From an optimization exercise on the open Yosys and OpenROAD flow, aimed at small area and a short achievable clock period; shortcuts taken in it are not production practice. No run shown here included a check of the RTL's function; only the layout flow was run. Power is estimated from default activity; no workload was simulated.

<file path="flow/standard.sh">
#!/bin/bash
# synth_recipe.tcl (not shown) runs the flow's synth.tcl, then flattens the netlist and writes it again
# the make line also repeats each setting of config.mk as NAME=value (left out here)
make -C /OpenROAD-flow-scripts/flow DESIGN_CONFIG=/design/flow/config.mk WORK_HOME=/design/flow/orfs CLKGATE_MAP_FILE= SYNTH_SCRIPT=/design/flow/synth_recipe.tcl "${@:-finish}"
</file>
<file path="flow/config.mk">
export PLATFORM = sky130hd
export DESIGN_NAME = mxu_pe
export DESIGN_NICKNAME = mxu_pe
export VERILOG_FILES = /design/flow/design.v
export SDC_FILE = /design/flow/constraint.sdc
export NUM_CORES = 4
export LEC_CHECK = 0
export CAP_MARGIN = 20
export CORE_MARGIN = 2
export CORE_UTILIZATION = 60
export SETUP_SLACK_MARGIN = 3.6
export SLEW_MARGIN = 20
export SYNTH_HIERARCHICAL = 1
</file>
<file path="flow/flow/run.sh">
#!/bin/bash
# Standard ORFS layout with smaller port buffers, a clock tree without dummy loads, and
# useful skew between the two MAC pipeline stages (flow/skew.tcl, before global routing).
set -euo pipefail
export BUFFER_PORTS_ARGS="-buffer_cell sky130_fd_sc_hd__buf_1"
export CTS_ARGS="-sink_clustering_enable -sink_clustering_size 30 -sink_clustering_max_diameter 80 -repair_clock_nets -dont_use_dummy_load -buf_list {sky130_fd_sc_hd__clkbuf_16}"
bash standard.sh "PRE_GLOBAL_ROUTE_TCL=$PWD/flow/skew.tcl" finish > standard_flow.log 2>&1
</file>
<file path="flow/constraint.sdc">
create_clock -name core_clock -period 6.2 [get_ports {clk}]
set_input_delay 1.2400 -clock core_clock [delete_from_list [all_inputs] [get_ports {clk}]]
set_output_delay 1.2400 -clock core_clock [all_outputs]
set_load 0.01 [all_outputs]
</file>
<file path="flow/design.v">
module mxu_pe_mac_lo (
    input wire [7:0] w,
    input wire one0, two0, neg0,
    input wire one1, two1, neg1,
    input wire [12:0] ps,
    output wire [12:0] lo,
    output wire t
);
  wire [8:0] pp0;
  assign pp0[0] = (one0 & w[0]) ^ neg0;
  assign pp0[1] = ((one0 & w[1]) | (two0 & w[0])) ^ neg0;
  assign pp0[2] = ((one0 & w[2]) | (two0 & w[1])) ^ neg0;
  assign pp0[3] = ((one0 & w[3]) | (two0 & w[2])) ^ neg0;
  assign pp0[4] = ((one0 & w[4]) | (two0 & w[3])) ^ neg0;
  assign pp0[5] = ((one0 & w[5]) | (two0 & w[4])) ^ neg0;
  assign pp0[6] = ((one0 & w[6]) | (two0 & w[5])) ^ neg0;
  assign pp0[7] = ((one0 & w[7]) | (two0 & w[6])) ^ neg0;
  assign pp0[8] = ((one0 & w[7]) | (two0 & w[7])) ^ neg0;
  wire [8:0] pp1;
  assign pp1[0] = (one1 & w[0]) ^ neg1;
  assign pp1[1] = ((one1 & w[1]) | (two1 & w[0])) ^ neg1;
  assign pp1[2] = ((one1 & w[2]) | (two1 & w[1])) ^ neg1;
  assign pp1[3] = ((one1 & w[3]) | (two1 & w[2])) ^ neg1;
  assign pp1[4] = ((one1 & w[4]) | (two1 & w[3])) ^ neg1;
  assign pp1[5] = ((one1 & w[5]) | (two1 & w[4])) ^ neg1;
  assign pp1[6] = ((one1 & w[6]) | (two1 & w[5])) ^ neg1;
  assign pp1[7] = ((one1 & w[7]) | (two1 & w[6])) ^ neg1;
  assign pp1[8] = ((one1 & w[7]) | (two1 & w[7])) ^ neg1;
  wire ly3, ls1, lc2;
  mxu_pe_hx u_ly3 (.a(ps[2]), .b(neg1), .x(ly3));
  mxu_pe_hx u_ls1 (.a(ly3), .b(pp0[2]), .x(ls1));
  mxu_pe_maj u_lc2 (.a(ps[2]), .b(neg1), .c(pp0[2]), .y(lc2));
  wire ly6, ls4, lc5;
  mxu_pe_hx u_ly6 (.a(pp0[3]), .b(pp1[1]), .x(ly6));
  mxu_pe_hx u_ls4 (.a(ly6), .b(ps[3]), .x(ls4));
  mxu_pe_maj u_lc5 (.a(pp0[3]), .b(pp1[1]), .c(ps[3]), .y(lc5));
  wire ly9, ls7, lc8;
  mxu_pe_hx u_ly9 (.a(pp0[4]), .b(pp1[2]), .x(ly9));
  mxu_pe_hx u_ls7 (.a(ly9), .b(ps[4]), .x(ls7));
  mxu_pe_maj u_lc8 (.a(pp0[4]), .b(pp1[2]), .c(ps[4]), .y(lc8));
  wire ly12, ls10, lc11;
  mxu_pe_hx u_ly12 (.a(pp0[5]), .b(pp1[3]), .x(ly12));
  mxu_pe_hx u_ls10 (.a(ly12), .b(ps[5]), .x(ls10));
  mxu_pe_maj u_lc11 (.a(pp0[5]), .b(pp1[3]), .c(ps[5]), .y(lc11));
  wire ly15, ls13, lc14;
  mxu_pe_hx u_ly15 (.a(pp0[6]), .b(pp1[4]), .x(ly15));
  mxu_pe_hx u_ls13 (.a(ly15), .b(ps[6]), .x(ls13));
  mxu_pe_maj u_lc14 (.a(pp0[6]), .b(pp1[4]), .c(ps[6]), .y(lc14));
  wire ly18, ls16, lc17;
  mxu_pe_hx u_ly18 (.a(pp0[7]), .b(pp1[5]), .x(ly18));
  mxu_pe_hx u_ls16 (.a(ly18), .b(ps[7]), .x(ls16));
  mxu_pe_maj u_lc17 (.a(pp0[7]), .b(pp1[5]), .c(ps[7]), .y(lc17));
  wire ly21, ls19, lc20;
  mxu_pe_hx u_ly21 (.a(~pp0[8]), .b(pp1[6]), .x(ly21));
  mxu_pe_hx u_ls19 (.a(ly21), .b(~ps[8]), .x(ls19));
  mxu_pe_maj u_lc20 (.a(~pp0[8]), .b(pp1[6]), .c(~ps[8]), .y(lc20));
  wire ly24, ls22, lc23;
  mxu_pe_hx u_ly24 (.a(~ps[9]), .b(pp1[7]), .x(ly24));
  mxu_pe_hx u_ls22 (.a(ly24), .b(ps[8]), .x(ls22));
  mxu_pe_maj u_lc23 (.a(~ps[9]), .b(pp1[7]), .c(ps[8]), .y(lc23));
  wire ly27, ls25, lc26;
  mxu_pe_hx u_ly27 (.a(ps[10]), .b(~pp1[8]), .x(ly27));
  mxu_pe_hx u_ls25 (.a(ly27), .b(ps[9]), .x(ls25));
  mxu_pe_maj u_lc26 (.a(ps[10]), .b(~pp1[8]), .c(ps[9]), .y(lc26));
  wire [12:0] ra = {ps[12], ~ps[11], ls25, ls22, ls19, ls16, ls13, ls10, ls7, ls4, ls1, ps[1], ps[0]};
  wire [12:0] rb = {ps[11], lc26, lc23, lc20, lc17, lc14, lc11, lc8, lc5, lc2, pp1[0], pp0[1], pp0[0]};
  mxu_pe_add13 add (.a(ra), .b(rb), .cin(neg0), .sum(lo), .cout(t));
endmodule
module mxu_pe_mac_hi (
    input wire [7:0] w,
    input wire one2, two2, neg2,
    input wire one3, two3, neg3,
    input wire [23:0] x,
    input wire t,
    output wire [23:0] result
);
  wire [8:0] pp2;
  assign pp2[0] = (one2 & w[0]) ^ neg2;
  assign pp2[1] = ((one2 & w[1]) | (two2 & w[0])) ^ neg2;
  assign pp2[2] = ((one2 & w[2]) | (two2 & w[1])) ^ neg2;
  assign pp2[3] = ((one2 & w[3]) | (two2 & w[2])) ^ neg2;
  assign pp2[4] = ((one2 & w[4]) | (two2 & w[3])) ^ neg2;
  assign pp2[5] = ((one2 & w[5]) | (two2 & w[4])) ^ neg2;
  assign pp2[6] = ((one2 & w[6]) | (two2 & w[5])) ^ neg2;
  assign pp2[7] = ((one2 & w[7]) | (two2 & w[6])) ^ neg2;
  assign pp2[8] = ((one2 & w[7]) | (two2 & w[7])) ^ neg2;
  wire [8:0] pp3;
  assign pp3[0] = (one3 & w[0]) ^ neg3;
  assign pp3[1] = ((one3 & w[1]) | (two3 & w[0])) ^ neg3;
  assign pp3[2] = ((one3 & w[2]) | (two3 & w[1])) ^ neg3;
  assign pp3[3] = ((one3 & w[3]) | (two3 & w[2])) ^ neg3;
  assign pp3[4] = ((one3 & w[4]) | (two3 & w[3])) ^ neg3;
  assign pp3[5] = ((one3 & w[5]) | (two3 & w[4])) ^ neg3;
  assign pp3[6] = ((one3 & w[6]) | (two3 & w[5])) ^ neg3;
  assign pp3[7] = ((one3 & w[7]) | (two3 & w[6])) ^ neg3;
  assign pp3[8] = ((one3 & w[7]) | (two3 & w[7])) ^ neg3;
  wire hy3, hs1, hc2;
  mxu_pe_hx u_hy3 (.a(x[6]), .b(neg3), .x(hy3));
  mxu_pe_hx u_hs1 (.a(hy3), .b(pp2[2]), .x(hs1));
  mxu_pe_maj u_hc2 (.a(x[6]), .b(neg3), .c(pp2[2]), .y(hc2));
  wire hy6, hs4, hc5;
  mxu_pe_hx u_hy6 (.a(pp2[3]), .b(pp3[1]), .x(hy6));
  mxu_pe_hx u_hs4 (.a(hy6), .b(x[7]), .x(hs4));
  mxu_pe_maj u_hc5 (.a(pp2[3]), .b(pp3[1]), .c(x[7]), .y(hc5));
  wire hy9, hs7, hc8;
  mxu_pe_hx u_hy9 (.a(pp2[4]), .b(pp3[2]), .x(hy9));
  mxu_pe_hx u_hs7 (.a(hy9), .b(x[8]), .x(hs7));
  mxu_pe_maj u_hc8 (.a(pp2[4]), .b(pp3[2]), .c(x[8]), .y(hc8));
  wire hy12, hs10, hc11;
  mxu_pe_hx u_hy12 (.a(pp2[5]), .b(pp3[3]), .x(hy12));
  mxu_pe_hx u_hs10 (.a(hy12), .b(x[9]), .x(hs10));
  mxu_pe_maj u_hc11 (.a(pp2[5]), .b(pp3[3]), .c(x[9]), .y(hc11));
  wire hy15, hs13, hc14;
  mxu_pe_hx u_hy15 (.a(pp2[6]), .b(pp3[4]), .x(hy15));
  mxu_pe_hx u_hs13 (.a(hy15), .b(x[10]), .x(hs13));
  mxu_pe_maj u_hc14 (.a(pp2[6]), .b(pp3[4]), .c(x[10]), .y(hc14));
  wire hy18, hs16, hc17;
  mxu_pe_hx u_hy18 (.a(pp2[7]), .b(pp3[5]), .x(hy18));
  mxu_pe_hx u_hs16 (.a(hy18), .b(x[11]), .x(hs16));
  mxu_pe_maj u_hc17 (.a(pp2[7]), .b(pp3[5]), .c(x[11]), .y(hc17));
  wire hy21, hs19, hc20;
  mxu_pe_hx u_hy21 (.a(~pp2[8]), .b(pp3[6]), .x(hy21));
  mxu_pe_hx u_hs19 (.a(hy21), .b(x[12]), .x(hs19));
  mxu_pe_maj u_hc20 (.a(~pp2[8]), .b(pp3[6]), .c(x[12]), .y(hc20));
  wire hy24, hs22, hc23;
  mxu_pe_hx u_hy24 (.a(~x[13]), .b(t), .x(hy24));
  mxu_pe_hx u_hs22 (.a(hy24), .b(pp3[7]), .x(hs22));
  mxu_pe_maj u_hc23 (.a(~x[13]), .b(t), .c(pp3[7]), .y(hc23));
  wire hy27, hs25, hc26;
  mxu_pe_hx u_hy27 (.a(x[14]), .b(~pp3[8]), .x(hy27));
  mxu_pe_hx u_hs25 (.a(hy27), .b(x[13]), .x(hs25));
  mxu_pe_maj u_hc26 (.a(x[14]), .b(~pp3[8]), .c(x[13]), .y(hc26));
  wire [19:0] ra = {~x[23], ~x[22], ~x[21], ~x[20], ~x[19], ~x[18], ~x[17], ~x[16], ~x[15], hs25, hs22, hs19, hs16, hs13, hs10, hs7, hs4, hs1, x[5], x[4]};
  wire [19:0] rb = {x[22], x[21], x[20], x[19], x[18], x[17], x[16], x[15], hc26, hc23, hc20, hc17, hc14, hc11, hc8, hc5, hc2, pp3[0], pp2[1], pp2[0]};
  wire [19:0] sum;
  wire c_unused;
  mxu_pe_add20 add (.a(ra), .b(rb), .cin(neg2), .sum(sum), .cout(c_unused));
  assign result = {sum, x[3:0]};
endmodule
module mxu_pe_add13 (
    input wire [12:0] a,
    input wire [12:0] b,
    input wire cin,
    output wire [12:0] sum,
    output wire cout
);
  wire [12:0] x;
  wire gn0_1, pn0_1;
  mxu_pe_pg0 u_pg0 (.a(a[0]), .b(b[0]), .gn(gn0_1), .pn(pn0_1));
  mxu_pe_hx u_x0 (.a(a[0]), .b(b[0]), .x(x[0]));
  wire gn0_2, pn0_2;
  mxu_pe_pg0 u_pg1 (.a(a[1]), .b(b[1]), .gn(gn0_2), .pn(pn0_2));
  mxu_pe_hx u_x1 (.a(a[1]), .b(b[1]), .x(x[1]));
  wire gn0_3, pn0_3;
  mxu_pe_pg0 u_pg2 (.a(a[2]), .b(b[2]), .gn(gn0_3), .pn(pn0_3));
  mxu_pe_hx u_x2 (.a(a[2]), .b(b[2]), .x(x[2]));
  wire gn0_4, pn0_4;
  mxu_pe_pg0 u_pg3 (.a(a[3]), .b(b[3]), .gn(gn0_4), .pn(pn0_4));
  mxu_pe_hx u_x3 (.a(a[3]), .b(b[3]), .x(x[3]));
  wire gn0_5, pn0_5;
  mxu_pe_pg0 u_pg4 (.a(a[4]), .b(b[4]), .gn(gn0_5), .pn(pn0_5));
  mxu_pe_hx u_x4 (.a(a[4]), .b(b[4]), .x(x[4]));
  wire gn0_6, pn0_6;
  mxu_pe_pg0 u_pg5 (.a(a[5]), .b(b[5]), .gn(gn0_6), .pn(pn0_6));
  mxu_pe_hx u_x5 (.a(a[5]), .b(b[5]), .x(x[5]));
  wire gn0_7, pn0_7;
  mxu_pe_pg0 u_pg6 (.a(a[6]), .b(b[6]), .gn(gn0_7), .pn(pn0_7));
  mxu_pe_hx u_x6 (.a(a[6]), .b(b[6]), .x(x[6]));
  wire gn0_8, pn0_8;
  mxu_pe_pg0 u_pg7 (.a(a[7]), .b(b[7]), .gn(gn0_8), .pn(pn0_8));
  mxu_pe_hx u_x7 (.a(a[7]), .b(b[7]), .x(x[7]));
  wire gn0_9, pn0_9;
  mxu_pe_pg0 u_pg8 (.a(a[8]), .b(b[8]), .gn(gn0_9), .pn(pn0_9));
  mxu_pe_hx u_x8 (.a(a[8]), .b(b[8]), .x(x[8]));
  wire gn0_10, pn0_10;
  mxu_pe_pg0 u_pg9 (.a(a[9]), .b(b[9]), .gn(gn0_10), .pn(pn0_10));
  mxu_pe_hx u_x9 (.a(a[9]), .b(b[9]), .x(x[9]));
  wire gn0_11, pn0_11;
  mxu_pe_pg0 u_pg10 (.a(a[10]), .b(b[10]), .gn(gn0_11), .pn(pn0_11));
  mxu_pe_hx u_x10 (.a(a[10]), .b(b[10]), .x(x[10]));
  wire gn0_12, pn0_12;
  mxu_pe_pg0 u_pg11 (.a(a[11]), .b(b[11]), .gn(gn0_12), .pn(pn0_12));
  mxu_pe_hx u_x11 (.a(a[11]), .b(b[11]), .x(x[11]));
  wire gn0_13, pn0_13;
  mxu_pe_pg0 u_pg12 (.a(a[12]), .b(b[12]), .gn(gn0_13), .pn(pn0_13));
  mxu_pe_hx u_x12 (.a(a[12]), .b(b[12]), .x(x[12]));
  wire cinn = ~cin;
  wire g1_0 = ~cinn;
  wire g1_1;
  mxu_pe_gi u_n1_1 (.gnh(gn0_1), .pnh(pn0_1), .gnl(cinn), .g(g1_1));
  wire g1_2 = ~gn0_2;
  wire p1_2 = ~pn0_2;
  wire g1_3, p1_3;
  mxu_pe_gpi u_n1_3 (.gnh(gn0_3), .pnh(pn0_3), .gnl(gn0_2), .pnl(pn0_2), .g(g1_3), .p(p1_3));
  wire g1_4 = ~gn0_4;
  wire p1_4 = ~pn0_4;
  wire g1_5, p1_5;
  mxu_pe_gpi u_n1_5 (.gnh(gn0_5), .pnh(pn0_5), .gnl(gn0_4), .pnl(pn0_4), .g(g1_5), .p(p1_5));
  wire g1_6 = ~gn0_6;
  wire p1_6 = ~pn0_6;
  wire g1_7, p1_7;
  mxu_pe_gpi u_n1_7 (.gnh(gn0_7), .pnh(pn0_7), .gnl(gn0_6), .pnl(pn0_6), .g(g1_7), .p(p1_7));
  wire g1_8 = ~gn0_8;
  wire p1_8 = ~pn0_8;
  wire g1_9, p1_9;
  mxu_pe_gpi u_n1_9 (.gnh(gn0_9), .pnh(pn0_9), .gnl(gn0_8), .pnl(pn0_8), .g(g1_9), .p(p1_9));
  wire g1_10 = ~gn0_10;
  wire p1_10 = ~pn0_10;
  wire g1_11, p1_11;
  mxu_pe_gpi u_n1_11 (.gnh(gn0_11), .pnh(pn0_11), .gnl(gn0_10), .pnl(pn0_10), .g(g1_11), .p(p1_11));
  wire g1_12 = ~gn0_12;
  wire p1_12 = ~pn0_12;
  wire g1_13, p1_13;
  mxu_pe_gpi u_n1_13 (.gnh(gn0_13), .pnh(pn0_13), .gnl(gn0_12), .pnl(pn0_12), .g(g1_13), .p(p1_13));
  wire g2_0 = ~g1_0;
  wire g2_1 = ~g1_1;
  wire g2_2;
  mxu_pe_gt u_n2_2 (.gh(g1_2), .ph(p1_2), .gl(g1_1), .gn(g2_2));
  wire g2_3;
  mxu_pe_gt u_n2_3 (.gh(g1_3), .ph(p1_3), .gl(g1_1), .gn(g2_3));
  wire g2_4 = ~g1_4;
  wire p2_4 = ~p1_4;
  wire g2_5 = ~g1_5;
  wire p2_5 = ~p1_5;
  wire g2_6, p2_6;
  mxu_pe_gpt u_n2_6 (.gh(g1_6), .ph(p1_6), .gl(g1_5), .pl(p1_5), .gn(g2_6), .pn(p2_6));
  wire g2_7, p2_7;
  mxu_pe_gpt u_n2_7 (.gh(g1_7), .ph(p1_7), .gl(g1_5), .pl(p1_5), .gn(g2_7), .pn(p2_7));
  wire g2_8 = ~g1_8;
  wire p2_8 = ~p1_8;
  wire g2_9 = ~g1_9;
  wire p2_9 = ~p1_9;
  wire g2_10, p2_10;
  mxu_pe_gpt u_n2_10 (.gh(g1_10), .ph(p1_10), .gl(g1_9), .pl(p1_9), .gn(g2_10), .pn(p2_10));
  wire g2_11, p2_11;
  mxu_pe_gpt u_n2_11 (.gh(g1_11), .ph(p1_11), .gl(g1_9), .pl(p1_9), .gn(g2_11), .pn(p2_11));
  wire g2_12 = ~g1_12;
  wire p2_12 = ~p1_12;
  wire g2_13 = ~g1_13;
  wire p2_13 = ~p1_13;
  wire g3_0 = ~g2_0;
  wire g3_1 = ~g2_1;
  wire g3_2 = ~g2_2;
  wire g3_3 = ~g2_3;
  wire g3_4;
  mxu_pe_gi u_n3_4 (.gnh(g2_4), .pnh(p2_4), .gnl(g2_3), .g(g3_4));
  wire g3_5;
  mxu_pe_gi u_n3_5 (.gnh(g2_5), .pnh(p2_5), .gnl(g2_3), .g(g3_5));
  wire g3_6;
  mxu_pe_gi u_n3_6 (.gnh(g2_6), .pnh(p2_6), .gnl(g2_3), .g(g3_6));
  wire g3_7;
  mxu_pe_gi u_n3_7 (.gnh(g2_7), .pnh(p2_7), .gnl(g2_3), .g(g3_7));
  wire g3_8 = ~g2_8;
  wire p3_8 = ~p2_8;
  wire g3_9 = ~g2_9;
  wire p3_9 = ~p2_9;
  wire g3_10 = ~g2_10;
  wire p3_10 = ~p2_10;
  wire g3_11 = ~g2_11;
  wire p3_11 = ~p2_11;
  wire g3_12, p3_12;
  mxu_pe_gpi u_n3_12 (.gnh(g2_12), .pnh(p2_12), .gnl(g2_11), .pnl(p2_11), .g(g3_12), .p(p3_12));
  wire g3_13, p3_13;
  mxu_pe_gpi u_n3_13 (.gnh(g2_13), .pnh(p2_13), .gnl(g2_11), .pnl(p2_11), .g(g3_13), .p(p3_13));
  wire g4_0 = ~g3_0;
  wire g4_1 = ~g3_1;
  wire g4_2 = ~g3_2;
  wire g4_3 = ~g3_3;
  wire g4_4 = ~g3_4;
  wire g4_5 = ~g3_5;
  wire g4_6 = ~g3_6;
  wire g4_7 = ~g3_7;
  wire g4_8;
  mxu_pe_gt u_n4_8 (.gh(g3_8), .ph(p3_8), .gl(g3_7), .gn(g4_8));
  wire g4_9;
  mxu_pe_gt u_n4_9 (.gh(g3_9), .ph(p3_9), .gl(g3_7), .gn(g4_9));
  wire g4_10;
  mxu_pe_gt u_n4_10 (.gh(g3_10), .ph(p3_10), .gl(g3_7), .gn(g4_10));
  wire g4_11;
  mxu_pe_gt u_n4_11 (.gh(g3_11), .ph(p3_11), .gl(g3_7), .gn(g4_11));
  wire g4_12;
  mxu_pe_gt u_n4_12 (.gh(g3_12), .ph(p3_12), .gl(g3_7), .gn(g4_12));
  wire g4_13;
  mxu_pe_gt u_n4_13 (.gh(g3_13), .ph(p3_13), .gl(g3_7), .gn(g4_13));
  assign sum[0] = ~(x[0] ^ g4_0);
  assign sum[1] = ~(x[1] ^ g4_1);
  assign sum[2] = ~(x[2] ^ g4_2);
  assign sum[3] = ~(x[3] ^ g4_3);
  assign sum[4] = ~(x[4] ^ g4_4);
  assign sum[5] = ~(x[5] ^ g4_5);
  assign sum[6] = ~(x[6] ^ g4_6);
  assign sum[7] = ~(x[7] ^ g4_7);
  assign sum[8] = ~(x[8] ^ g4_8);
  assign sum[9] = ~(x[9] ^ g4_9);
  assign sum[10] = ~(x[10] ^ g4_10);
  assign sum[11] = ~(x[11] ^ g4_11);
  assign sum[12] = ~(x[12] ^ g4_12);
  assign cout = ~g4_13;
endmodule
module mxu_pe_add20 (
    input wire [19:0] a,
    input wire [19:0] b,
    input wire cin,
    output wire [19:0] sum,
    output wire cout
);
  wire [19:0] x;
  wire gn0_1, pn0_1;
  mxu_pe_pg0 u_pg0 (.a(a[0]), .b(b[0]), .gn(gn0_1), .pn(pn0_1));
  mxu_pe_hx u_x0 (.a(a[0]), .b(b[0]), .x(x[0]));
  wire gn0_2, pn0_2;
  mxu_pe_pg0 u_pg1 (.a(a[1]), .b(b[1]), .gn(gn0_2), .pn(pn0_2));
  mxu_pe_hx u_x1 (.a(a[1]), .b(b[1]), .x(x[1]));
  wire gn0_3, pn0_3;
  mxu_pe_pg0 u_pg2 (.a(a[2]), .b(b[2]), .gn(gn0_3), .pn(pn0_3));
  mxu_pe_hx u_x2 (.a(a[2]), .b(b[2]), .x(x[2]));
  wire gn0_4, pn0_4;
  mxu_pe_pg0 u_pg3 (.a(a[3]), .b(b[3]), .gn(gn0_4), .pn(pn0_4));
  mxu_pe_hx u_x3 (.a(a[3]), .b(b[3]), .x(x[3]));
  wire gn0_5, pn0_5;
  mxu_pe_pg0 u_pg4 (.a(a[4]), .b(b[4]), .gn(gn0_5), .pn(pn0_5));
  mxu_pe_hx u_x4 (.a(a[4]), .b(b[4]), .x(x[4]));
  wire gn0_6, pn0_6;
  mxu_pe_pg0 u_pg5 (.a(a[5]), .b(b[5]), .gn(gn0_6), .pn(pn0_6));
  mxu_pe_hx u_x5 (.a(a[5]), .b(b[5]), .x(x[5]));
  wire gn0_7, pn0_7;
  mxu_pe_pg0 u_pg6 (.a(a[6]), .b(b[6]), .gn(gn0_7), .pn(pn0_7));
  mxu_pe_hx u_x6 (.a(a[6]), .b(b[6]), .x(x[6]));
  wire gn0_8, pn0_8;
  mxu_pe_pg0 u_pg7 (.a(a[7]), .b(b[7]), .gn(gn0_8), .pn(pn0_8));
  mxu_pe_hx u_x7 (.a(a[7]), .b(b[7]), .x(x[7]));
  wire gn0_9, pn0_9;
  mxu_pe_pg0 u_pg8 (.a(a[8]), .b(b[8]), .gn(gn0_9), .pn(pn0_9));
  mxu_pe_hx u_x8 (.a(a[8]), .b(b[8]), .x(x[8]));
  wire gn0_10, pn0_10;
  mxu_pe_pg0 u_pg9 (.a(a[9]), .b(b[9]), .gn(gn0_10), .pn(pn0_10));
  mxu_pe_hx u_x9 (.a(a[9]), .b(b[9]), .x(x[9]));
  wire gn0_11, pn0_11;
  mxu_pe_pg0 u_pg10 (.a(a[10]), .b(b[10]), .gn(gn0_11), .pn(pn0_11));
  mxu_pe_hx u_x10 (.a(a[10]), .b(b[10]), .x(x[10]));
  wire gn0_12, pn0_12;
  mxu_pe_pg0 u_pg11 (.a(a[11]), .b(b[11]), .gn(gn0_12), .pn(pn0_12));
  mxu_pe_hx u_x11 (.a(a[11]), .b(b[11]), .x(x[11]));
  wire gn0_13, pn0_13;
  mxu_pe_pg0 u_pg12 (.a(a[12]), .b(b[12]), .gn(gn0_13), .pn(pn0_13));
  mxu_pe_hx u_x12 (.a(a[12]), .b(b[12]), .x(x[12]));
  wire gn0_14, pn0_14;
  mxu_pe_pg0 u_pg13 (.a(a[13]), .b(b[13]), .gn(gn0_14), .pn(pn0_14));
  mxu_pe_hx u_x13 (.a(a[13]), .b(b[13]), .x(x[13]));
  wire gn0_15, pn0_15;
  mxu_pe_pg0 u_pg14 (.a(a[14]), .b(b[14]), .gn(gn0_15), .pn(pn0_15));
  mxu_pe_hx u_x14 (.a(a[14]), .b(b[14]), .x(x[14]));
  wire gn0_16, pn0_16;
  mxu_pe_pg0 u_pg15 (.a(a[15]), .b(b[15]), .gn(gn0_16), .pn(pn0_16));
  mxu_pe_hx u_x15 (.a(a[15]), .b(b[15]), .x(x[15]));
  wire gn0_17, pn0_17;
  mxu_pe_pg0 u_pg16 (.a(a[16]), .b(b[16]), .gn(gn0_17), .pn(pn0_17));
  mxu_pe_hx u_x16 (.a(a[16]), .b(b[16]), .x(x[16]));
  wire gn0_18, pn0_18;
  mxu_pe_pg0 u_pg17 (.a(a[17]), .b(b[17]), .gn(gn0_18), .pn(pn0_18));
  mxu_pe_hx u_x17 (.a(a[17]), .b(b[17]), .x(x[17]));
  wire gn0_19, pn0_19;
  mxu_pe_pg0 u_pg18 (.a(a[18]), .b(b[18]), .gn(gn0_19), .pn(pn0_19));
  mxu_pe_hx u_x18 (.a(a[18]), .b(b[18]), .x(x[18]));
  wire gn0_20, pn0_20;
  mxu_pe_pg0 u_pg19 (.a(a[19]), .b(b[19]), .gn(gn0_20), .pn(pn0_20));
  mxu_pe_hx u_x19 (.a(a[19]), .b(b[19]), .x(x[19]));
  wire cinn = ~cin;
  wire g1_0 = ~cinn;
  wire g1_1;
  mxu_pe_gi u_n1_1 (.gnh(gn0_1), .pnh(pn0_1), .gnl(cinn), .g(g1_1));
  wire g1_2 = ~gn0_2;
  wire p1_2 = ~pn0_2;
  wire g1_3, p1_3;
  mxu_pe_gpi u_n1_3 (.gnh(gn0_3), .pnh(pn0_3), .gnl(gn0_2), .pnl(pn0_2), .g(g1_3), .p(p1_3));
  wire g1_4 = ~gn0_4;
  wire p1_4 = ~pn0_4;
  wire g1_5, p1_5;
  mxu_pe_gpi u_n1_5 (.gnh(gn0_5), .pnh(pn0_5), .gnl(gn0_4), .pnl(pn0_4), .g(g1_5), .p(p1_5));
  wire g1_6 = ~gn0_6;
  wire p1_6 = ~pn0_6;
  wire g1_7, p1_7;
  mxu_pe_gpi u_n1_7 (.gnh(gn0_7), .pnh(pn0_7), .gnl(gn0_6), .pnl(pn0_6), .g(g1_7), .p(p1_7));
  wire g1_8 = ~gn0_8;
  wire p1_8 = ~pn0_8;
  wire g1_9, p1_9;
  mxu_pe_gpi u_n1_9 (.gnh(gn0_9), .pnh(pn0_9), .gnl(gn0_8), .pnl(pn0_8), .g(g1_9), .p(p1_9));
  wire g1_10 = ~gn0_10;
  wire p1_10 = ~pn0_10;
  wire g1_11, p1_11;
  mxu_pe_gpi u_n1_11 (.gnh(gn0_11), .pnh(pn0_11), .gnl(gn0_10), .pnl(pn0_10), .g(g1_11), .p(p1_11));
  wire g1_12 = ~gn0_12;
  wire p1_12 = ~pn0_12;
  wire g1_13, p1_13;
  mxu_pe_gpi u_n1_13 (.gnh(gn0_13), .pnh(pn0_13), .gnl(gn0_12), .pnl(pn0_12), .g(g1_13), .p(p1_13));
  wire g1_14 = ~gn0_14;
  wire p1_14 = ~pn0_14;
  wire g1_15, p1_15;
  mxu_pe_gpi u_n1_15 (.gnh(gn0_15), .pnh(pn0_15), .gnl(gn0_14), .pnl(pn0_14), .g(g1_15), .p(p1_15));
  wire g1_16 = ~gn0_16;
  wire p1_16 = ~pn0_16;
  wire g1_17, p1_17;
  mxu_pe_gpi u_n1_17 (.gnh(gn0_17), .pnh(pn0_17), .gnl(gn0_16), .pnl(pn0_16), .g(g1_17), .p(p1_17));
  wire g1_18 = ~gn0_18;
  wire p1_18 = ~pn0_18;
  wire g1_19, p1_19;
  mxu_pe_gpi u_n1_19 (.gnh(gn0_19), .pnh(pn0_19), .gnl(gn0_18), .pnl(pn0_18), .g(g1_19), .p(p1_19));
  wire g1_20 = ~gn0_20;
  wire p1_20 = ~pn0_20;
  wire g2_0 = ~g1_0;
  wire g2_1 = ~g1_1;
  wire g2_2;
  mxu_pe_gt u_n2_2 (.gh(g1_2), .ph(p1_2), .gl(g1_1), .gn(g2_2));
  wire g2_3;
  mxu_pe_gt u_n2_3 (.gh(g1_3), .ph(p1_3), .gl(g1_1), .gn(g2_3));
  wire g2_4 = ~g1_4;
  wire p2_4 = ~p1_4;
  wire g2_5 = ~g1_5;
  wire p2_5 = ~p1_5;
  wire g2_6, p2_6;
  mxu_pe_gpt u_n2_6 (.gh(g1_6), .ph(p1_6), .gl(g1_5), .pl(p1_5), .gn(g2_6), .pn(p2_6));
  wire g2_7, p2_7;
  mxu_pe_gpt u_n2_7 (.gh(g1_7), .ph(p1_7), .gl(g1_5), .pl(p1_5), .gn(g2_7), .pn(p2_7));
  wire g2_8 = ~g1_8;
  wire p2_8 = ~p1_8;
  wire g2_9 = ~g1_9;
  wire p2_9 = ~p1_9;
  wire g2_10, p2_10;
  mxu_pe_gpt u_n2_10 (.gh(g1_10), .ph(p1_10), .gl(g1_9), .pl(p1_9), .gn(g2_10), .pn(p2_10));
  wire g2_11, p2_11;
  mxu_pe_gpt u_n2_11 (.gh(g1_11), .ph(p1_11), .gl(g1_9), .pl(p1_9), .gn(g2_11), .pn(p2_11));
  wire g2_12 = ~g1_12;
  wire p2_12 = ~p1_12;
  wire g2_13 = ~g1_13;
  wire p2_13 = ~p1_13;
  wire g2_14, p2_14;
  mxu_pe_gpt u_n2_14 (.gh(g1_14), .ph(p1_14), .gl(g1_13), .pl(p1_13), .gn(g2_14), .pn(p2_14));
  wire g2_15, p2_15;
  mxu_pe_gpt u_n2_15 (.gh(g1_15), .ph(p1_15), .gl(g1_13), .pl(p1_13), .gn(g2_15), .pn(p2_15));
  wire g2_16 = ~g1_16;
  wire p2_16 = ~p1_16;
  wire g2_17 = ~g1_17;
  wire p2_17 = ~p1_17;
  wire g2_18, p2_18;
  mxu_pe_gpt u_n2_18 (.gh(g1_18), .ph(p1_18), .gl(g1_17), .pl(p1_17), .gn(g2_18), .pn(p2_18));
  wire g2_19, p2_19;
  mxu_pe_gpt u_n2_19 (.gh(g1_19), .ph(p1_19), .gl(g1_17), .pl(p1_17), .gn(g2_19), .pn(p2_19));
  wire g2_20 = ~g1_20;
  wire p2_20 = ~p1_20;
  wire g3_0 = ~g2_0;
  wire g3_1 = ~g2_1;
  wire g3_2 = ~g2_2;
  wire g3_3 = ~g2_3;
  wire g3_4;
  mxu_pe_gi u_n3_4 (.gnh(g2_4), .pnh(p2_4), .gnl(g2_3), .g(g3_4));
  wire g3_5;
  mxu_pe_gi u_n3_5 (.gnh(g2_5), .pnh(p2_5), .gnl(g2_3), .g(g3_5));
  wire g3_6;
  mxu_pe_gi u_n3_6 (.gnh(g2_6), .pnh(p2_6), .gnl(g2_3), .g(g3_6));
  wire g3_7;
  mxu_pe_gi u_n3_7 (.gnh(g2_7), .pnh(p2_7), .gnl(g2_3), .g(g3_7));
  wire g3_8 = ~g2_8;
  wire p3_8 = ~p2_8;
  wire g3_9 = ~g2_9;
  wire p3_9 = ~p2_9;
  wire g3_10 = ~g2_10;
  wire p3_10 = ~p2_10;
  wire g3_11 = ~g2_11;
  wire p3_11 = ~p2_11;
  wire g3_12, p3_12;
  mxu_pe_gpi u_n3_12 (.gnh(g2_12), .pnh(p2_12), .gnl(g2_11), .pnl(p2_11), .g(g3_12), .p(p3_12));
  wire g3_13, p3_13;
  mxu_pe_gpi u_n3_13 (.gnh(g2_13), .pnh(p2_13), .gnl(g2_11), .pnl(p2_11), .g(g3_13), .p(p3_13));
  wire g3_14, p3_14;
  mxu_pe_gpi u_n3_14 (.gnh(g2_14), .pnh(p2_14), .gnl(g2_11), .pnl(p2_11), .g(g3_14), .p(p3_14));
  wire g3_15, p3_15;
  mxu_pe_gpi u_n3_15 (.gnh(g2_15), .pnh(p2_15), .gnl(g2_11), .pnl(p2_11), .g(g3_15), .p(p3_15));
  wire g3_16 = ~g2_16;
  wire p3_16 = ~p2_16;
  wire g3_17 = ~g2_17;
  wire p3_17 = ~p2_17;
  wire g3_18 = ~g2_18;
  wire p3_18 = ~p2_18;
  wire g3_19 = ~g2_19;
  wire p3_19 = ~p2_19;
  wire g3_20, p3_20;
  mxu_pe_gpi u_n3_20 (.gnh(g2_20), .pnh(p2_20), .gnl(g2_19), .pnl(p2_19), .g(g3_20), .p(p3_20));
  wire g4_0 = ~g3_0;
  wire g4_1 = ~g3_1;
  wire g4_2 = ~g3_2;
  wire g4_3 = ~g3_3;
  wire g4_4 = ~g3_4;
  wire g4_5 = ~g3_5;
  wire g4_6 = ~g3_6;
  wire g4_7 = ~g3_7;
  wire g4_8;
  mxu_pe_gt u_n4_8 (.gh(g3_8), .ph(p3_8), .gl(g3_7), .gn(g4_8));
  wire g4_9;
  mxu_pe_gt u_n4_9 (.gh(g3_9), .ph(p3_9), .gl(g3_7), .gn(g4_9));
  wire g4_10;
  mxu_pe_gt u_n4_10 (.gh(g3_10), .ph(p3_10), .gl(g3_7), .gn(g4_10));
  wire g4_11;
  mxu_pe_gt u_n4_11 (.gh(g3_11), .ph(p3_11), .gl(g3_7), .gn(g4_11));
  wire g4_12;
  mxu_pe_gt u_n4_12 (.gh(g3_12), .ph(p3_12), .gl(g3_7), .gn(g4_12));
  wire g4_13;
  mxu_pe_gt u_n4_13 (.gh(g3_13), .ph(p3_13), .gl(g3_7), .gn(g4_13));
  wire g4_14;
  mxu_pe_gt u_n4_14 (.gh(g3_14), .ph(p3_14), .gl(g3_7), .gn(g4_14));
  wire g4_15;
  mxu_pe_gt u_n4_15 (.gh(g3_15), .ph(p3_15), .gl(g3_7), .gn(g4_15));
  wire g4_16 = ~g3_16;
  wire p4_16 = ~p3_16;
  wire g4_17 = ~g3_17;
  wire p4_17 = ~p3_17;
  wire g4_18 = ~g3_18;
  wire p4_18 = ~p3_18;
  wire g4_19 = ~g3_19;
  wire p4_19 = ~p3_19;
  wire g4_20 = ~g3_20;
  wire p4_20 = ~p3_20;
  wire g5_0 = ~g4_0;
  wire g5_1 = ~g4_1;
  wire g5_2 = ~g4_2;
  wire g5_3 = ~g4_3;
  wire g5_4 = ~g4_4;
  wire g5_5 = ~g4_5;
  wire g5_6 = ~g4_6;
  wire g5_7 = ~g4_7;
  wire g5_8 = ~g4_8;
  wire g5_9 = ~g4_9;
  wire g5_10 = ~g4_10;
  wire g5_11 = ~g4_11;
  wire g5_12 = ~g4_12;
  wire g5_13 = ~g4_13;
  wire g5_14 = ~g4_14;
  wire g5_15 = ~g4_15;
  wire g5_16;
  mxu_pe_gi u_n5_16 (.gnh(g4_16), .pnh(p4_16), .gnl(g4_15), .g(g5_16));
  wire g5_17;
  mxu_pe_gi u_n5_17 (.gnh(g4_17), .pnh(p4_17), .gnl(g4_15), .g(g5_17));
  wire g5_18;
  mxu_pe_gi u_n5_18 (.gnh(g4_18), .pnh(p4_18), .gnl(g4_15), .g(g5_18));
  wire g5_19;
  mxu_pe_gi u_n5_19 (.gnh(g4_19), .pnh(p4_19), .gnl(g4_15), .g(g5_19));
  wire g5_20;
  mxu_pe_gi u_n5_20 (.gnh(g4_20), .pnh(p4_20), .gnl(g4_15), .g(g5_20));
  assign sum[0] = x[0] ^ g5_0;
  assign sum[1] = x[1] ^ g5_1;
  assign sum[2] = x[2] ^ g5_2;
  assign sum[3] = x[3] ^ g5_3;
  assign sum[4] = x[4] ^ g5_4;
  assign sum[5] = x[5] ^ g5_5;
  assign sum[6] = x[6] ^ g5_6;
  assign sum[7] = x[7] ^ g5_7;
  assign sum[8] = x[8] ^ g5_8;
  assign sum[9] = x[9] ^ g5_9;
  assign sum[10] = x[10] ^ g5_10;
  assign sum[11] = x[11] ^ g5_11;
  assign sum[12] = x[12] ^ g5_12;
  assign sum[13] = x[13] ^ g5_13;
  assign sum[14] = x[14] ^ g5_14;
  assign sum[15] = x[15] ^ g5_15;
  assign sum[16] = x[16] ^ g5_16;
  assign sum[17] = x[17] ^ g5_17;
  assign sum[18] = x[18] ^ g5_18;
  assign sum[19] = x[19] ^ g5_19;
  assign cout = g5_20;
endmodule
module mxu_pe_hipre (input wire [8:0] xh, input wire c, output wire [8:0] sel0,
                     output wire [8:0] sel1);
  wire [8:0] xh_m1 = xh - 9'd1;
  wire [8:0] xh_p1 = xh + 9'd1;
  assign sel0 = c ? xh : xh_m1;
  assign sel1 = c ? xh_p1 : xh;
endmodule
module mxu_pe_mux9 (input wire [8:0] sel0, input wire [8:0] sel1, input wire s,
                    output wire [8:0] y);
  assign y = s ? sel1 : sel0;
endmodule
module mxu_pe_pg0 (input wire a, input wire b, output wire gn, output wire pn);
  assign gn = ~(a & b);
  assign pn = ~(a | b);
endmodule
module mxu_pe_maj (input wire a, input wire b, input wire c, output wire y);
  assign y = (a & b) | (a & c) | (b & c);
endmodule
module mxu_pe_hx (input wire a, input wire b, output wire x);
  assign x = a ^ b;
endmodule
module mxu_pe_gpt (input wire gh, input wire ph, input wire gl, input wire pl,
                   output wire gn, output wire pn);
  assign gn = ~(gh | (ph & gl));
  assign pn = ~(ph & pl);
endmodule
module mxu_pe_gpi (input wire gnh, input wire pnh, input wire gnl, input wire pnl,
                   output wire g, output wire p);
  assign g = ~(gnh & (pnh | gnl));
  assign p = ~(pnh | pnl);
endmodule
module mxu_pe_gt (input wire gh, input wire ph, input wire gl, output wire gn);
  assign gn = ~(gh | (ph & gl));
endmodule
module mxu_pe_gi (input wire gnh, input wire pnh, input wire gnl, output wire g);
  assign g = ~(gnh & (pnh | gnl));
endmodule
module mxu_pe #(
    parameter Y_INDEX = 0   
) (
    input wire clk,
    input wire rst_n,
    input wire load_phase,
    input wire [7:0] load_weight_target_y,
    input wire [7:0] load_weight,
    input wire [7:0] activation,
    input wire [23:0] partial_sum,
    output reg [23:0] result,
    output reg phase_out,
    output reg [7:0] load_weight_target_y_out,
    output reg [7:0] weight_out,
    output reg [7:0] activation_out_bw
);
  reg ld1, ld2;
  reg [7:0] ty1, ty2;
  reg [7:0] lw1, lw2;
  reg [7:0] act1, act2, act3, act4;
  reg two0_1, one1_1, two1_1;   
  reg one2_2, two2_2, one3_2, two3_2;   
  reg [23:0] ps1;
  reg [23:0] mac2;
  reg mac2_t;
  reg [7:0] w_cur, w_old, w_nx1, w_nx2;
  wire hit2 = ld2 && (ty2 == Y_INDEX);
  wire [12:0] lo1;
  wire t1;
  wire [23:0] x2 = {mac2[23:13], ~mac2[12], mac2[11:0]};
  wire [23:0] sum2;
  mxu_pe_mac_lo mac_lo (
      .w(w_cur),
      .one0(act1[0]),
      .two0(two0_1),
      .neg0(act1[1]),
      .one1(one1_1),
      .two1(two1_1),
      .neg1(act1[3]),
      .ps(ps1[12:0]),
      .lo(lo1),
      .t(t1)
  );
  mxu_pe_mac_hi mac_hi (
      .w(w_old),
      .one2(one2_2),
      .two2(two2_2),
      .neg2(act2[5]),
      .one3(one3_2),
      .two3(two3_2),
      .neg3(act2[7]),
      .x(x2),
      .t(mac2_t),
      .result(sum2)
  );
  always @(posedge clk or negedge rst_n) begin
    if (!rst_n) begin
      ld1 <= 1'b0;
      ty1 <= 8'b0;
      lw1 <= 8'b0;
      ld2 <= 1'b0;
      ty2 <= 8'b0;
      lw2 <= 8'b0;
      phase_out <= 1'b0;
      load_weight_target_y_out <= 8'b0;
      weight_out <= 8'b0;
      act1 <= 8'b0;
      act2 <= 8'b0;
      act3 <= 8'b0;
      act4 <= 8'b0;
      activation_out_bw <= 8'b0;
      two0_1 <= 1'b0;
      one1_1 <= 1'b0;
      two1_1 <= 1'b0;
      one2_2 <= 1'b0;
      two2_2 <= 1'b0;
      one3_2 <= 1'b0;
      two3_2 <= 1'b0;
      ps1 <= 24'b0;
      mac2 <= 24'b0;
      mac2_t <= 1'b0;
      result <= 24'b0;
      w_cur <= 8'b0;
      w_old <= 8'b0;
      w_nx1 <= 8'b0;
      w_nx2 <= 8'b0;
    end else begin
      ld1 <= load_phase;
      ty1 <= load_weight_target_y;
      lw1 <= load_weight;
      ld2 <= ld1;
      ty2 <= ty1;
      lw2 <= lw1;
      phase_out <= ld2;
      load_weight_target_y_out <= ty2;
      weight_out <= lw2;
      act1 <= activation;
      act2 <= act1;
      act3 <= act2;
      act4 <= act3;
      activation_out_bw <= act4;
      two0_1 <= activation[1] & ~activation[0];
      one1_1 <= activation[2] ^ activation[1];
      two1_1 <= (activation[3] ^ activation[2]) & ~(activation[2] ^ activation[1]);
      one2_2 <= act1[4] ^ act1[3];
      two2_2 <= (act1[5] ^ act1[4]) & ~(act1[4] ^ act1[3]);
      one3_2 <= act1[6] ^ act1[5];
      two3_2 <= (act1[7] ^ act1[6]) & ~(act1[6] ^ act1[5]);
      ps1 <= partial_sum;
      mac2 <= {ps1[23:13], ~lo1[12], lo1[11:0]};
      mac2_t <= t1;
      result <= sum2;
      w_nx2 <= hit2 ? lw2 : w_old;
      w_nx1 <= w_nx2;
      w_cur <= w_nx1;
      w_old <= w_cur;
    end
  end
endmodule
</file>
<file path="flow/flow/skew.tcl">
# Useful skew between the two MAC stages (registers with no path from an input or to an
# output only).  Runs before global routing, after clock tree synthesis.
#  - early: the stage-2 launch registers (w_old, act2 and the stage-2 Booth encodings) are
#    clocked by their own buffer straight from the clock port net, ahead of the tree leaves;
#  - late: the stage-1 adder's capture registers (mac2[12:0], mac2_t) are clocked by a buffer
#    hanging off a tree leaf, behind the other leaves.
# All registers with a path from an input port or to an output port stay on the tree leaves.
set block [ord::get_db_block]
set db [ord::get_db]

proc group_insts {block patterns} {
  set out {}
  foreach inst [$block getInsts] {
    set n [$inst getName]
    foreach p $patterns {
      if {[string match $p $n]} { lappend out $inst; break }
    }
  }
  return $out
}

proc centroid {insts} {
  set sx 0; set sy 0; set k 0
  foreach i $insts {
    set loc [$i getLocation]
    set sx [expr {$sx + [lindex $loc 0]}]
    set sy [expr {$sy + [lindex $loc 1]}]
    incr k
  }
  return [list [expr {$sx / $k}] [expr {$sy / $k}]]
}

proc add_clock_buffer {block db name master_name in_net insts} {
  set master [$db findMaster $master_name]
  set buf [odb::dbInst_create $block $master $name]
  set net [odb::dbNet_create $block "${name}_net"]
  $net setSigType CLOCK
  [$buf findITerm A] connect $in_net
  [$buf findITerm X] connect $net
  foreach i $insts {
    set it [$i findITerm CLK]
    $it disconnect
    $it connect $net
  }
  set c [centroid $insts]
  $buf setLocation [lindex $c 0] [lindex $c 1]
  $buf setPlacementStatus PLACED
  puts "skew: $name drives [llength $insts] registers from [$in_net getName]"
  return $buf
}

set early [group_insts $block {w_old* act2* one2_2* two2_2* one3_2* two3_2*}]
# mac2[23:13] only copy ps1[23:13]; the stage-1 adder results are mac2[12:0] and mac2_t
set late {}
foreach inst [$block getInsts] {
  set n [$inst getName]
  if {[regexp {^mac2\\?\[([0-9]+)\\?\]} $n -> bit] && $bit <= 12} { lappend late $inst }
  if {[string match {mac2_t*} $n]} { lappend late $inst }
}

# the net of the clock port
set clk_net [[$block findBTerm clk] getNet]
# a tree leaf net: the one now clocking the first late register
set leaf_net [[[lindex $late 0] findITerm CLK] getNet]

add_clock_buffer $block $db clkbuf_early sky130_fd_sc_hd__clkbuf_16 $clk_net $early
set late_buf [add_clock_buffer $block $db clkbuf_late sky130_fd_sc_hd__clkbuf_16 $leaf_net $late]
# one more buffer in front of it for extra delay
set pre_master [$db findMaster sky130_fd_sc_hd__clkbuf_2]
set pre [odb::dbInst_create $block $pre_master clkbuf_late_pre]
set pre_net [odb::dbNet_create $block clkbuf_late_pre_net]
$pre_net setSigType CLOCK
set a_it [$late_buf findITerm A]
$a_it disconnect
[$pre findITerm A] connect $leaf_net
[$pre findITerm X] connect $pre_net
$a_it connect $pre_net
set loc [$late_buf getLocation]
$pre setLocation [lindex $loc 0] [lindex $loc 1]
$pre setPlacementStatus PLACED

detailed_placement
check_placement
</file>
==> impl_metrics.tcl, run 1 <==
set metrics [dict create \
    synth_fp_nets 706 \
    overflow 0 \
    synth_cells 655 \
    cpPeakStageDelay_ps 400 \
    grt_pass1_wl_um 21800 \
    ctsLongestPathBuffers 3 \
    worst_slack_ps 3780 \
    stdcell_count 933 \
    final.fill_count 996 \
    row_count 42 \
    required_ps 6550 \
    dieArea_mm2 0.0146 \
    dpl_cell_area_mm2 0.00868 \
    min_to "act3[1]" \
    grtUsageMet2 0.330 \
    final_nets 810 \
    peakVddDrop_mv 0.272 \
    cp-start-kind "flip-flop" \
    r2r-start "mac2_t" \
    grt_max_degree 204 \
    worstHoldStart "act2[1]" \
    io_pins 100 \
    gp_congestion 0.836 \
    fin_crit_sh 0.391 \
    wl_per_cell_um 13.8 \
    hold_depth 0 \
    power.leakage_nw 4.07 \
    final_area_mm2 0.00912 \
    multiInputGateArea_mm2 0.00282 \
    end_kind "flip-flop" \
    slowest_stage "dfrtp_1" \
    cts.sinks 203 \
    status "timing/DRC/antenna clean" \
    worstPathMaxFanout 5 \
    grt_busiest_layer "met2" \
    first_global_vias 4789 \
    cts.reportedPaths.clkPinSlew_ps 100 \
    holdBufCountCts 0 \
    fp.dieW_um 121 \
    rsz0062_at_grt "no" \
    power_density_mw_per_mm2 348 \
    maxSlewViolCount 0 \
    report.final.setup_viol 0 \
    vias 4663 \
    port_buffers 99 \
    drt-total-wl_um 12900 \
    fin_crit_ps 2420 \
    core_area_mm2 0.0133 \
    r2r_end "result[20]" \
    dp_slack_ps 3260 \
    first_pass_iters 4 \
    seqCellArea_mm2 0.00509 \
    die_h_um 121 \
    cts-root-buf "clkbuf_16" \
    drc 0 \
    final_layout_size_suffix_gt1_frac 0.152 \
    grt_use_met3 0.0249 \
    syn_avg_cell_area_um2 12.5 \
    syn_area_mm2 0.00821 \
    clk_latency_ps 750 \
    critPathTopFamily "simple AND/OR/NAND/NOR gates" \
    worstPathCellList "xor2_1 > xor2_1 > nor2_1 > nor2_1 > nand2_1 > nor2_1 > a21oi_4 > o21ai_1 > xor2_1" \
    dp.cells 915 \
    htree_levels 1 \
    r2r_slack_ps 3780 \
    n_antenna_cell 0 \
    hold_path.class "reg2reg" \
    critPathKind "reg2reg" \
    top_regs "mac2: 24 flops, ps1: 24 flops, result: 24 flops" \
    fin_setup_tns_ps 0 \
    grt_use_met1 0.237 \
    rr_worst_depth 9 \
    hpwl_um 8990 \
    ant_nets 0 \
    numCtsBuffers 11 \
    cp_num_buf_inv 0 \
    fin_skew_ps 330 \
    max_freq_mhz 412 \
    antenna_found_initial 0 \
    worst_pin_slew_ps 631 \
    cts_tree "yes" \
    drv_cap 0 \
    grt_use_total 0.186 \
    initial_core_util 0.618 \
    finalHoldViolCount 0 \
    drtIter0Drc 185 \
    syn_to_final_growth_pct 11.0 \
    p_total_mw 3.17 \
    max_slew_margin 0.579 \
    yosysWarnings 7 \
    crit_arrival_ps 2780 \
    viasPerCell 5.00 \
]
## worst register-to-register path, delay by kind of cell, from the launching register on
kind                      cells  cell delay, ps
AOI/OAI and AO/OA             2             280
DFF                           1             400
and+or+nand+nor               4             740
xor gates and xnor gates      3             590
## layout make-up
class                      instances  area share
inverter                          56      0.0231
clock buffer                      11      0.0302
multi-input combinational        380       0.309
tap                              176      0.0242
timing repair buffer             104      0.0489
buffer                             3     0.00604
sequential                       203       0.558
## layout by cell type (no fill, tap or decap), drive strengths merged
cell type / instances
maj3: 18
nand4b: 1
a21oi: 30
clkbuf: 15
nor4: 1
nand2: 52
nor2: 55
inv: 56
nor3: 1
dfrtp: 203
nand2b: 1
nor2b: 1
xor2: 92
mux2: 8
buf: 103
o21ai: 42
nand3b: 1
xnor2: 49
a22oi: 28
## how the worst max path moves through the flow
stage	start	endpoint	slack, ps	depth (start not counted)
detailed placement	two3_2	result[23]	3260	11
global route	mac2_t	result[20]	3620	9
global placement	act2[7]	result[23]	3330	10
finish	mac2_t	result[20]	3780	9
CTS	two3_2	result[20]	3600	11
floorplan	two2_2	result[20]	3650	12
## per-stage QoR
stage | util | hold WS, ps
3_5_place_dp | 0.653 | 335
4_1_cts | 0.679 | 352
6_report | 0.686 | 51.4
3_3_place_gp | 0.653 | 331
5_1_grt | 0.686 | 55.9
2_1_floorplan | - | 331
## power breakdown
part / total, mW / internal [mW] / switching [mW]
Clock: 0.777 / 0.380 / 0.398
Combinational: 0.830 / 0.337 / 0.493
Sequential: 1.56 / 1.48 / 0.0826
## per-layer routing
layer	share of wire	wire [µm]
met1	0.43	5540
met2	0.51	6510
met3	0.034	439
met4	0.028	362
met5	0	0
## timing repair
item                                    4_1_cts  5_1_grt
resized for setup                            14        0
buffers inserted                              3        0
endpoints found under the setup margin       20        0
==> run 2, diff against run 1 <==
--- a/flow/flow/skew.tcl
+++ b/flow/flow/skew.tcl
@@ -78,6 +78,17 @@
 set loc [$late_buf getLocation]
 $pre setLocation [lindex $loc 0] [lindex $loc 1]
 $pre setPlacementStatus PLACED
+# and a second one, for more delay
+set pre2 [odb::dbInst_create $block $pre_master clkbuf_late_pre2]
+set pre2_net [odb::dbNet_create $block clkbuf_late_pre2_net]
+$pre2_net setSigType CLOCK
+set pa_it [$pre findITerm A]
+$pa_it disconnect
+[$pre2 findITerm A] connect $leaf_net
+[$pre2 findITerm X] connect $pre2_net
+$pa_it connect $pre2_net
+$pre2 setLocation [lindex $loc 0] [lindex $loc 1]
+$pre2 setPlacementStatus PLACED
 
 detailed_placement
 check_placement
==> run 2 against run 1 <==
Synthesized cell count unchanged. Cell count up 0.11%. Sequential share of layout area down 0.077 points. Largest cell class unchanged. Register-to-register slack about the same. Clock power up 1%. Non-clock buffer count up 1. Still clean on timing, DRC and antenna. Highest routed layer unchanged.
==> impl_metrics.tcl, run 2 <==
set metrics [dict create \
    final.fill_count 992 \
    fp.dieW_um 121 \
    row_count 42 \
    n_antenna_cell 0 \
    first_global_vias 4798 \
    drtIter0Drc 194 \
    synth_fp_nets 706 \
    ant_nets 0 \
    fin_crit_ps 2410 \
    end_kind "flip-flop" \
    dieArea_mm2 0.0146 \
    cpMostUsedCell "xor2_1" \
    power_frac_seq 0.491 \
    worstPathCellList "xor2_1 > xor2_1 > nor2_1 > nor2_2 > nand2_1 > nor2_1 > a21oi_4 > o21ai_1 > xor2_1" \
    cts.reportedPaths.clkPinSlew_ps 100 \
    required_ps 6550 \
    final_layout_size_suffix_gt1_frac 0.157 \
    holdWs_ps 52.1 \
    drt-total-wl_um 12800 \
    synth_cells 655 \
    max_freq_mhz 414 \
    power_frac_clock 0.247 \
    finalHoldViolCount 0 \
    grt_max_degree 204 \
    clk_latency_ps 830 \
    grt_pass1_wl_um 21800 \
    gp_congestion 0.836 \
    crit_path_start "mac2_t" \
    first_pass_iters 4 \
    worst-path-stages 9 \
    vias 4693 \
    final_cell_mix "dfrtp_1, buf_1, xor2_1" \
    cp-start-kind "flip-flop" \
    overflow 0 \
    top_regs "mac2: 24 flops, ps1: 24 flops, result: 24 flops" \
    rr_worst_depth 9 \
    crit_arrival_ps 2770 \
    r2r_slack_ps 3790 \
    cpPeakStageDelay_ps 400 \
    hold_path.class "reg2reg" \
    fin_crit_sh 0.389 \
    r2r-start "mac2_t" \
    endpoint "result[20]" \
    viasPerCell 5.02 \
    final_core_util 0.687 \
    status "timing/DRC/antenna clean" \
    internal_power_mw 2.20 \
    die_h_um 121 \
    cts.sinks 203 \
    rsz0062_at_grt "no" \
    r2r_end "result[20]" \
    numCtsBuffers 11 \
    maxSlewViolCount 0 \
    drc 0 \
    antenna_found_initial 0 \
    htree_levels 1 \
    worstPathMaxFanout 5 \
    swShare 0.307 \
    slowest_stage "dfrtp_1" \
    critPathKind "reg2reg" \
    report.final.setup_viol 0 \
    share_comb_of_total_power 0.262 \
    max_slew_margin 0.580 \
    cp_num_buf_inv 0 \
    syn_to_final_growth_pct 11.1 \
    power_density_mw_per_mm2 348 \
    fin_setup_tns_ps 0 \
    grt_use_total 0.186 \
    ctsLongestPathBuffers 3 \
    fin_skew_ps 417 \
    dp.cells 915 \
    initial_core_util 0.618 \
    power.leakage_nw 4.07 \
    yosysWarnings 7 \
    port_buffers 99 \
    worst_pin_slew_ps 630 \
    wl_per_cell_um 13.7 \
    cts-root-buf "clkbuf_16" \
    final_nets 811 \
    core_area_mm2 0.0133 \
    holdBufCountCts 0 \
    critPathTopFamily "simple AND/OR/NAND/NOR gates" \
    cts_tree "yes" \
    hpwl_um 8990 \
    peakVddDrop_mv 0.272 \
    final_common_cell "dfrtp_1" \
    syn_area_mm2 0.00821 \
    power_switching_mw 0.978 \
    io_pins 100 \
    syn_avg_cell_area_um2 12.5 \
    drv_cap 0 \
    stdcell_count 934 \
]
## run 2: cell count changes in the layout (fill, tap and decap cells not counted), sizes merged
cell | before | now
clkbuf | 15 | 16
## run 2: worst min-delay path by stage
stage	startpoint	slack (ps)	to	cells after the start
after floorplan	act1[2]	330	act2[2]	0
after global placement	ty1[0]	330	ty2[0]	0
after detailed placement	act3[5]	330	act4[5]	0
after CTS	ps1[17]	350	mac2[17]	0
after global routing	act2[1]	60	act3[1]	0
final	act2[1]	50	act3[1]	0
## run 2: per-layer routing
metal	track usage	wire (µm)	vias up
met5	0	0	-
met3	0.0258	484	26
li1	-	-	2291
met4	0.0618	337	0
met1	0.237	5470	2276
met2	0.330	6520	100
## run 2: worst reg2reg max path, cell delays in order, from the launching register on
cell	delay (ps)
dfrtp_1	400
xor2_1	180
xor2_1	270
nor2_1	100
nor2_2	170
nand2_1	160
nor2_1	220
a21oi_4	110
o21ai_1	170
xor2_1	150
## run 2: timing repair
| action | in CTS | in global routing |
|---|---|---|
| pin swaps | 3 | 0 |
| setup buffers | 3 | 0 |
| endpoints found under the setup margin | 20 | 4 |
| resized for setup | 14 | 3 |
## run 2: area by class of cell
type	instances	area (µm²)	share of cell area
flip-flops and latches	203	5090	0.557
multi-input cells	380	2830	0.310
repair buffers	104	445	0.0488
clock buffers	11	275	0.0302
well taps	176	220	0.0241
inverters	56	210	0.0230
plain buffers	4	60.1	0.00658
## run 2: stage by stage
step,total power [mW],setup WS (ps),area [µm²]
5_1_grt,3.38,3610,9130
3_3_place_gp,2.35,3330,8680
4_1_cts,3.12,3600,9030
3_5_place_dp,2.38,3260,8680
6_report,3.18,3790,9130
2_1_floorplan,2.20,3650,8220
## run 2: power groups by stage
stage          clock network [mW]  registers (mW)  logic, mW
3_3_place_gp                    0            1.59      0.767
6_report                    0.785            1.56      0.833
3_5_place_dp                    0            1.59      0.794
4_1_cts                     0.718            1.56      0.840
2_1_floorplan                   0            1.60      0.601
5_1_grt                     0.866            1.58      0.937

==> port drivers added, routing unchanged <==
The flow's constraints put no driver on any port. The routed layouts listed below were extracted and timed again, unchanged, in two steps.
Step 1 assumes that a clkbuf_16 drives the clock port and a buf_2 every other input.
Step 2, shift: input delay + t, output delay - t, t = (earliest + latest rising clock arrival at the registers) / 2. This alone moves slack from input paths to output paths.
a / b / c = ideal / step 1 / step 2; a / b = the first two.
run | shift t [ns] | setup slack, ns | hold slack, ns | latest minus earliest clock arrival (ns) | worst data-port slew with drivers (ns)
run 1 | 0.501 | 3.775 / 3.775 / 3.710 | 0.051 / 0.051 / 0.051 | 0.599 / 0.600 | 0.04
run 2 | 0.544 | 3.787 / 3.787 / 3.668 | 0.052 / 0.052 / 0.052 | 0.686 / 0.685 | 0.04
Clock arrivals are far apart in run 1 and run 2, so t is only a midpoint there and step 2 fits no single register. The setup slack of run 2, which loses most, moves by 0.000 ns with the drivers and by -0.119 ns with both steps. Setup slack includes reset recovery checks.
